What follows belongs to an exercise in optimizing a design on an open flow for small area and a short achievable clock period; a production flow would make more cautious choices.

==> inputs of 05-01 <==
==> flow/design.v (excerpt) <==
module fir13_filter(
    input wire clk,
    input wire n_rst,
    input wire signed [7:0] x_in,
    output reg signed [7:0] y_out
);
clock: 7.5 ns
lec_check: 0
abc_clock_period_in_ps: 2500
cap_margin: 20
core_margin: 2
core_utilization: 40
setup_slack_margin: 5.0
slew_margin: 20
run.sh (not shown) runs the stock make flow with config.mk's settings and CLKGATE_MAP_FILE= SYNTH_SCRIPT=/design/flow/synth_recipe.tcl, a recipe that flattens the netlist after the stock synthesis.
==> inputs of 01-09, as changes to 05-01 <==
--- a/flow/design.v
+++ b/flow/design.v
@@ -204,89 +204,81 @@
     wire t174 = (t165 & t167) | (t165 & t169) | (t167 & t169);
     wire t175 = t150 ^ t152 ^ t171;
     wire t176 = (t150 & t152) | (t150 & t171) | (t152 & t171);
     wire t177 = t173 ^ t154 ^ t175;
     wire t178 = (t173 & t154) | (t173 & t175) | (t154 & t175);
-    wire t179 = t156 ^ t177 ^ t158;
-    wire t180 = (t156 & t177) | (t156 & t158) | (t177 & t158);
-    wire t181 = ~s0[7] ^ s0[8] ^ ~s1[7];
-    wire t182 = (~s0[7] & s0[8]) | (~s0[7] & ~s1[7]) | (s0[8] & ~s1[7]);
-    wire t183 = s3[6] ^ s4[5] ^ s4[7];
-    wire t184 = (s3[6] & s4[5]) | (s3[6] & s4[7]) | (s4[5] & s4[7]);
-    wire t185 = s5[4] ^ ~s5[7] ^ x6[4];
-    wire t186 = (s5[4] & ~s5[7]) | (s5[4] & x6[4]) | (~s5[7] & x6[4]);
-    wire t187 = 1'b1 ^ t160 ^ t162;
-    wire t188 = (1'b1 & t160) | (1'b1 & t162) | (t160 & t162);
-    wire t189 = t164 ^ t181 ^ t183;
-    wire t190 = (t164 & t181) | (t164 & t183) | (t181 & t183);
-    wire t191 = t185 ^ t166 ^ t168;
-    wire t192 = (t185 & t166) | (t185 & t168) | (t166 & t168);
-    wire t193 = t170 ^ t187 ^ t189;
-    wire t194 = (t170 & t187) | (t170 & t189) | (t187 & t189);
-    wire t195 = t172 ^ t191 ^ t174;
-    wire t196 = (t172 & t191) | (t172 & t174) | (t191 & t174);
-    wire t197 = t193 ^ t176 ^ t195;
-    wire t198 = (t193 & t176) | (t193 & t195) | (t176 & t195);
-    wire t199 = t178 ^ t197 ^ t180;
-    wire t200 = (t178 & t197) | (t178 & t180) | (t197 & t180);
-    wire t201 = s0[8] ^ s1[8] ^ s3[7];
-    wire t202 = (s0[8] & s1[8]) | (s0[8] & s3[7]) | (s1[8] & s3[7]);
-    wire t203 = s4[6] ^ ~s4[8] ^ s5[5];
-    wire t204 = (s4[6] & ~s4[8]) | (s4[6] & s5[5]) | (~s4[8] & s5[5]);
-    wire t205 = s5[8] ^ x6[5] ^ t182;
-    wire t206 = (s5[8] & x6[5]) | (s5[8] & t182) | (x6[5] & t182);
-    wire t207 = t184 ^ t186 ^ t201;
-    wire t208 = (t184 & t186) | (t184 & t201) | (t186 & t201);
-    wire t209 = t203 ^ t188 ^ t190;
-    wire t210 = (t203 & t188) | (t203 & t190) | (t188 & t190);
-    wire t211 = t205 ^ t207 ^ t192;
-    wire t212 = (t205 & t207) | (t205 & t192) | (t207 & t192);
-    wire t213 = t194 ^ t209 ^ t211;
-    wire t214 = (t194 & t209) | (t194 & t211) | (t209 & t211);
-    wire t215 = t196 ^ t213 ^ t198;
-    wire t216 = (t196 & t213) | (t196 & t198) | (t213 & t198);
-    wire t217 = ~s3[8] ^ s4[7] ^ s5[6];
-    wire t218 = (~s3[8] & s4[7]) | (~s3[8] & s5[6]) | (s4[7] & s5[6]);
-    wire t219 = x6[6] ^ t202 ^ t204;
-    wire t220 = (x6[6] & t202) | (x6[6] & t204) | (t202 & t204);
-    wire t221 = t217 ^ t206 ^ t208;
-    wire t222 = (t217 & t206) | (t217 & t208) | (t206 & t208);
-    wire t223 = t219 ^ t210 ^ t221;
-    wire t224 = (t219 & t210) | (t219 & t221) | (t210 & t221);
-    wire t225 = t212 ^ t223 ^ t214;
-    wire t226 = (t212 & t223) | (t212 & t214) | (t223 & t214);
-    wire t227 = ~s4[8] ^ s5[7] ^ ~x6[7];
-    wire t228 = (~s4[8] & s5[7]) | (~s4[8] & ~x6[7]) | (s5[7] & ~x6[7]);
-    wire t229 = t218 ^ t227 ^ t220;
-    wire t230 = (t218 & t227) | (t218 & t220) | (t227 & t220);
-    wire t231 = t222 ^ t229 ^ t224;
-    wire t232 = (t222 & t229) | (t222 & t224) | (t229 & t224);
-    wire t233 = ~s5[8] ^ 1'b1 ^ t228;
-    wire t234 = (~s5[8] & 1'b1) | (~s5[8] & t228) | (1'b1 & t228);
-    wire t235 = t233 ^ t230 ^ t232;
-    wire t236 = (t233 & t230) | (t233 & t232) | (t230 & t232);
+    wire t179 = ~s0[7] ^ s0[8] ^ ~s1[7];
+    wire t180 = (~s0[7] & s0[8]) | (~s0[7] & ~s1[7]) | (s0[8] & ~s1[7]);
+    wire t181 = s3[6] ^ s4[5] ^ s4[7];
+    wire t182 = (s3[6] & s4[5]) | (s3[6] & s4[7]) | (s4[5] & s4[7]);
+    wire t183 = s5[4] ^ ~s5[7] ^ x6[4];
+    wire t184 = (s5[4] & ~s5[7]) | (s5[4] & x6[4]) | (~s5[7] & x6[4]);
+    wire t185 = 1'b1 ^ t160 ^ t162;
+    wire t186 = (1'b1 & t160) | (1'b1 & t162) | (t160 & t162);
+    wire t187 = t164 ^ t179 ^ t181;
+    wire t188 = (t164 & t179) | (t164 & t181) | (t179 & t181);
+    wire t189 = t183 ^ t166 ^ t168;
+    wire t190 = (t183 & t166) | (t183 & t168) | (t166 & t168);
+    wire t191 = t170 ^ t185 ^ t187;
+    wire t192 = (t170 & t185) | (t170 & t187) | (t185 & t187);
+    wire t193 = t172 ^ t189 ^ t174;
+    wire t194 = (t172 & t189) | (t172 & t174) | (t189 & t174);
+    wire t195 = t191 ^ t176 ^ t193;
+    wire t196 = (t191 & t176) | (t191 & t193) | (t176 & t193);
+    wire t197 = s0[8] ^ s1[8] ^ s3[7];
+    wire t198 = (s0[8] & s1[8]) | (s0[8] & s3[7]) | (s1[8] & s3[7]);
+    wire t199 = s4[6] ^ ~s4[8] ^ s5[5];
+    wire t200 = (s4[6] & ~s4[8]) | (s4[6] & s5[5]) | (~s4[8] & s5[5]);
+    wire t201 = s5[8] ^ x6[5] ^ t180;
+    wire t202 = (s5[8] & x6[5]) | (s5[8] & t180) | (x6[5] & t180);
+    wire t203 = t182 ^ t184 ^ t197;
+    wire t204 = (t182 & t184) | (t182 & t197) | (t184 & t197);
+    wire t205 = t199 ^ t186 ^ t188;
+    wire t206 = (t199 & t186) | (t199 & t188) | (t186 & t188);
+    wire t207 = t201 ^ t203 ^ t190;
+    wire t208 = (t201 & t203) | (t201 & t190) | (t203 & t190);
+    wire t209 = t192 ^ t205 ^ t207;
+    wire t210 = (t192 & t205) | (t192 & t207) | (t205 & t207);
+    wire t211 = ~s3[8] ^ s4[7] ^ s5[6];
+    wire t212 = (~s3[8] & s4[7]) | (~s3[8] & s5[6]) | (s4[7] & s5[6]);
+    wire t213 = x6[6] ^ t198 ^ t200;
+    wire t214 = (x6[6] & t198) | (x6[6] & t200) | (t198 & t200);
+    wire t215 = t211 ^ t202 ^ t204;
+    wire t216 = (t211 & t202) | (t211 & t204) | (t202 & t204);
+    wire t217 = t213 ^ t206 ^ t215;
+    wire t218 = (t213 & t206) | (t213 & t215) | (t206 & t215);
+    wire t219 = ~s4[8] ^ s5[7] ^ ~x6[7];
+    wire t220 = (~s4[8] & s5[7]) | (~s4[8] & ~x6[7]) | (s5[7] & ~x6[7]);
+    wire t221 = t212 ^ t219 ^ t214;
+    wire t222 = (t212 & t219) | (t212 & t214) | (t219 & t214);
+    wire t223 = ~s5[8] ^ 1'b1 ^ t220;
+    wire t224 = (~s5[8] & 1'b1) | (~s5[8] & t220) | (1'b1 & t220);
     wire [8:0] lo_a = {t108, t107, t81, t59, t39, t14, t13, t3, t1};
     wire [8:0] lo_b = {t133, 1'b0, 1'b0, 1'b0, 1'b0, t23, 1'b0, t5, 1'b0};
     wire [9:0] lo_sum = {1'b0, lo_a} + {1'b0, lo_b};
     wire lo_c = lo_sum[9];
-    wire [8:0] hi_0 = {1'b1, t234, t235, t226, t216, t200, t199, t179, t134};
-    wire [8:0] hi_1 = {1'b0, t236, 1'b0, t231, t225, t215, 1'b0, 1'b0, t157};
+    wire [8:0] hi_0 = {1'b1, t224, t222, t216, t208, t194, t178, t156, t134};
+    wire [8:0] hi_1 = {1'b0, 1'b0, t223, t218, t210, t196, t195, t158, t157};
+    wire [8:0] hi_2 = {1'b0, 1'b0, 1'b0, t221, t217, t209, 1'b0, t177, 1'b0};
     reg [8:0] z0;
     reg [8:0] z1;
+    reg [8:0] z2;
     reg zc;
     always @(posedge clk or negedge n_rst) begin
         if (!n_rst) begin
             z0 <= 0;
             z1 <= 0;
+            z2 <= 0;
             zc <= 0;
         end else begin
             z0 <= hi_0;
             z1 <= hi_1;
+            z2 <= hi_2;
             zc <= lo_c;
         end
     end
-    wire [8:0] acc_hi = z0 + z1 + {8'd0, zc};
+    wire [8:0] acc_hi = z0 + z1 + z2 + {8'd0, zc};
     wire sgn = acc_hi[8];
     wire ovf = acc_hi[8] ^ acc_hi[7];
     wire [7:0] clip = ovf ? {sgn, {7{~sgn}}} : acc_hi[7:0];
     always @(posedge clk or negedge n_rst) begin
         if (!n_rst)
==> qor.txt <==
run status: timing/DRC/antenna clean
fin area: 10300 um^2
Storage cell area: 4320 um^2
most frequent cells in the layout: inv_1 (183), dfrtp_1 (162), fa_1 (82)
# the run above: 05-01

==> qor.txt <==
Die H: 156 um
fin area: 10600 um^2
run status: timing/DRC/antenna clean
slowest CP cell: fa_1
most frequent cells in the layout: dfrtp_1 (168), inv_1 (160), fa_1 (81)
clock sink count: 178
worst-path cell chain: fa_1, fa_1, inv_1, fa_1, fa_2, fa_2, fa_2, inv_2, fa_2, nor2_1, o2111ai_1, nand2b_1
CTS Buf Count: 17
# the run above: 01-09

No run of this note included a check of the RTL's function; only the layout flow was run.

========
==> run a: inputs <==
Another version of the RTL of fir13_filter (not shown whole).
export LEC_CHECK = 0
export CAP_MARGIN = 20
export CORE_MARGIN = 2
export CORE_UTILIZATION = 40
export SLEW_MARGIN = 20
create_clock -name core_clock -period 7.5 [get_ports {clk}]
==> run b: changes against run a <==
ABC_CLOCK_PERIOD_IN_PS = 2500   (was not set)
SETUP_SLACK_MARGIN = 4.8   (was not set)
==> results.txt <==
metric                                                                      run b                   run a
Outcome                                                  timing/DRC/antenna clean  timing/DRC/antenna clean
Share of post-route cells with drive strength above 1                      26.66%                  6.906%
Sequential share of cell area                                              33.62%                  36.64%
Overall track demand over capacity in global routing                       16.58%                  15.35%
NonClk Buf Share                                                           5.006%                  1.941%
Met1 Wirelength                                                          7.340 mm                7.031 mm
Critical path startpoint                                                  xr12[1]                  xr2[0]
Final non-filler cell total                                                  1009                     965
Data required time of the worst path                                      7.86 ns                 7.79 ns
WP depth                                                                       17                      20
CP Data Arrival Time                                                      5.60 ns                 6.15 ns
Leading cell type in the layout, fill and taps excluded  sky130_fd_sc_hd__dfrtp_1  sky130_fd_sc_hd__inv_1
No run of this note included a check of the RTL's function; only the layout flow was run.

========
==> inputs of v29 <==
Another version of the RTL of fir13_filter (not shown whole).
// fir13_filter
module fir13_filter(
    input wire clk,
    input wire n_rst,
    input wire signed [7:0] x_in,
    output reg signed [7:0] y_out
);
    reg signed [7:0] xr0, xr1, xr2, xr3, xr4, xr5, xr6, xr7, xr8, xr9, xr10, xr11;
    always @(posedge clk or negedge n_rst) begin
        if (!n_rst) begin
            xr0 <= 0; xr1 <= 0; xr2 <= 0; xr3 <= 0; xr4 <= 0; xr5 <= 0; xr6 <= 0; xr7 <= 0; xr8 <= 0; xr9 <= 0; xr10 <= 0; xr11 <= 0;
        end else begin
            xr0 <= x_in; xr1 <= xr0; xr2 <= xr1; xr3 <= xr2; xr4 <= xr3; xr5 <= xr4; xr6 <= xr5; xr7 <= xr6; xr8 <= xr7; xr9 <= xr8; xr10 <= xr9; xr11 <= xr10;
        end
    end
    reg [8:0] pa0, pa1, pa3, pb4, pb5;
    always @(posedge clk) begin
            pa0 <= ~($signed(x_in) + $signed(xr11));    
            pa1 <= ~($signed(xr0) + $signed(xr10));    
            pa3 <= $signed(xr2) + $signed(xr8);    
            pb4 <= $signed(xr4) + $signed(xr8);    
            pb5 <= $signed(xr5) + $signed(xr7);    
    end
    wire [7:0] x6 = xr7;    
    wire t1, t2;
    fir13_fa u_t1 (.a(pa0[0]), .b(pa0[1]), .c(pa1[0]), .s(t1), .co(t2));
    wire t3, t4;
    fir13_fa u_t3 (.a(pa0[1]), .b(pa0[2]), .c(pa1[1]), .s(t3), .co(t4));
    wire t5, t6;
  ...
export LEC_CHECK = 0
export ABC_CLOCK_PERIOD_IN_PS = 2500
export CAP_MARGIN = 20
export CORE_MARGIN = 2
export CORE_UTILIZATION = 60
export CTS_BUF_LIST = sky130_fd_sc_hd__clkbuf_16
export CTS_CLUSTER_DIAMETER = 100
export CTS_CLUSTER_SIZE = 32
export SETUP_SLACK_MARGIN = 5.0
export SLEW_MARGIN = 20
export SYNTH_HIERARCHICAL = 1
export SYNTH_MINIMUM_KEEP_SIZE = 0
create_clock -name core_clock -period 7.5 [get_ports {clk}]
==> inputs of v33, as changes to v29 <==
--- a/flow/design.v
+++ b/flow/design.v
@@ -15,14 +15,14 @@
     end
     reg [8:0] pa0, pa1, pa3, pb4, pb5;
     always @(posedge clk) begin
             pa0 <= ~($signed(x_in) + $signed(xr11));    
             pa1 <= ~($signed(xr0) + $signed(xr10));    
             pa3 <= $signed(xr2) + $signed(xr8);    
-            pb4 <= $signed(xr4) + $signed(xr8);    
-            pb5 <= $signed(xr5) + $signed(xr7);    
+            pb4 <= $signed(xr4) + $signed(xr8);
+            pb5 <= $signed(xr5) + $signed(xr7);
     end
     wire [7:0] x6 = xr7;    
     wire t1, t2;
     fir13_fa u_t1 (.a(pa0[0]), .b(pa0[1]), .c(pa1[0]), .s(t1), .co(t2));
     wire t3, t4;
     fir13_fa u_t3 (.a(pa0[1]), .b(pa0[2]), .c(pa1[1]), .s(t3), .co(t4));
@@ -270,33 +270,33 @@
     wire t243, t244;
     fir13_fa u_t243 (.a(t181), .b(t210), .c(t211), .s(t243), .co(t244));
     wire t245, t246;
     fir13_fa u_t245 (.a(t182), .b(t213), .c(t212), .s(t245), .co(t246));
     wire t247, t248;
     fir13_fa u_t247 (.a(t186), .b(~t215), .c(t214), .s(t247), .co(t248));
-    wire [5:0] lo_a = {t226, t224, t222, ~t220, t218, ~t217};
-    wire [5:0] lo_b = {t227, t225, t223, t221, ~t219, qa[1]};
-    wire [6:0] lo_sum = {1'b0, lo_a} + {1'b0, lo_b};
-    reg [11:0] z0, z1;
+    wire [4:0] lo_a = {t224, t222, ~t220, t218, ~t217};
+    wire [4:0] lo_b = {t225, t223, t221, ~t219, qa[1]};
+    wire [5:0] lo_sum = {1'b0, lo_a} + {1'b0, lo_b};
+    reg [12:0] z0, z1;
     reg zc;
     always @(posedge clk) begin
-            z0 <= {1'b1, t248, t246, t244, t242, t240, t238, t236, t234, t232, t230, t228};
-            z1 <= {1'b0, ~t216, t247, t245, t243, t241, t239, t237, t235, t233, t231, t229};
-            zc <= lo_sum[6];
+            z0 <= {1'b1, t248, t246, t244, t242, t240, t238, t236, t234, t232, t230, t228, t226};
+            z1 <= {1'b0, ~t216, t247, t245, t243, t241, t239, t237, t235, t233, t231, t229, t227};
+            zc <= lo_sum[5];
     end
     reg [2:0] vld;
     always @(posedge clk or negedge n_rst) begin
         if (!n_rst)
             vld <= 3'b000;
         else
             vld <= {vld[1:0], 1'b1};
     end
-    wire [11:0] acc_hi = z0 + z1 + {11'd0, zc};
-    wire sgn = acc_hi[11];
-    wire ovf = acc_hi[11] ^ acc_hi[10];
-    wire [7:0] clip = ovf ? {sgn, {7{~sgn}}} : acc_hi[10:3];
+    wire [12:0] acc_hi = z0 + z1 + {12'd0, zc};
+    wire sgn = acc_hi[12];
+    wire ovf = acc_hi[12] ^ acc_hi[11];
+    wire [7:0] clip = ovf ? {sgn, {7{~sgn}}} : acc_hi[11:4];
     always @(posedge clk or negedge n_rst) begin
         if (!n_rst)
             y_out <= 8'd0;
         else
             y_out <= vld[2] ? clip : 8'd0;
     end
==> comparison table <==
Result of the run: v33 finished clean; v29 finished clean
Slew of the pin with the lowest slew margin: v33 0.728 ns; v29 0.749 ns
Number of sinks driven by the clock tree: v33 205; v29 203
Count of non-CTS buffers in the layout: v33 21; v29 27
Worst slew margin relative to its limit: v33 51.5%; v29 49.6%
Number of buffers created by CTS: v33 10; v29 11
Hpwl dp: v33 12100 um; v29 12500 um
DR WL/cell: v33 16.9 um; v29 17.5 um
First-pass GRT wire length: v33 25600 um; v29 25600 um
Average cell area after synthesis: v33 14.0 um^2; v29 14.1 um^2
Proportion of synthesized chip area in sequential cells: v33 50.0%; v29 50.0%
Final setup skew: v33 0.0287 ns; v29 0.0263 ns
Register-to-Register Setup Slack: v33 5.07 ns; v29 5.05 ns
Global Route Usage Sum: v33 20.1%; v29 20.6%
Reg-to-reg endpoint: v33 qa[16]; v29 z1[2]
Synthesis-to-finish area growth: v33 8.36%; v29 9.59%
Vias in the first global route: v33 5115; v29 5070
Via count: v33 4575; v29 4572
Sequential standard cell area: v33 4650 um^2; v29 4620 um^2
Launching point of the worst reg2reg path: v33 pa1[3]; v29 xr7[0]
Seq Cell Count: v33 205; v29 203
Synth async-reset ratio: v33 52.2%; v29 52.7%
No run of this note included a check of the RTL's function; only the layout flow was run.

## re-timing with driven ports
The flow's constraints put no driver on any port. The routed layouts listed below were extracted and timed again, unchanged, in two steps.
Step 1 assumes that a clkbuf_16 drives the clock port and a buf_2 every other input.
Step 2 also shifts input and output timing later by t, the mid clock arrival at the registers, as if the neighbouring blocks saw the same clock.
a / b / c = ideal / step 1 / step 2; a / b = the first two.
run | shift t [ns] | setup slack, ns | clock arrival spread, ns | worst register clock-pin slew, ns | worst slew at a driven data input, ns
05-01 | 0.471 | 3.493 / 3.493 / 3.493 | 0.014 / 0.014 | 0.07 / 0.07 | 0.04
01-09 | 0.475 | 3.619 / 3.619 / 3.619 | 0.014 / 0.014 | 0.08 / 0.08 | 0.05
run a | 0.460 | 1.641 / 1.641 / 1.641 | 0.010 / 0.010 | 0.06 / 0.06 | 0.04
run b | 0.462 | 2.257 / 2.257 / 2.257 | 0.010 / 0.010 | 0.07 / 0.07 | 0.04
v29 | 0.497 | 5.026 / 4.993 / 4.520 | 0.027 / 0.028 | 0.12 / 0.12 | 0.05
v33 | 0.495 | 5.034 / 4.992 / 4.577 | 0.028 / 0.029 | 0.12 / 0.12 | 0.04
After both steps setup and hold are still met in every run listed. The setup slack of v29, which loses most, moves by -0.033 ns with the drivers and by -0.506 ns with both steps.
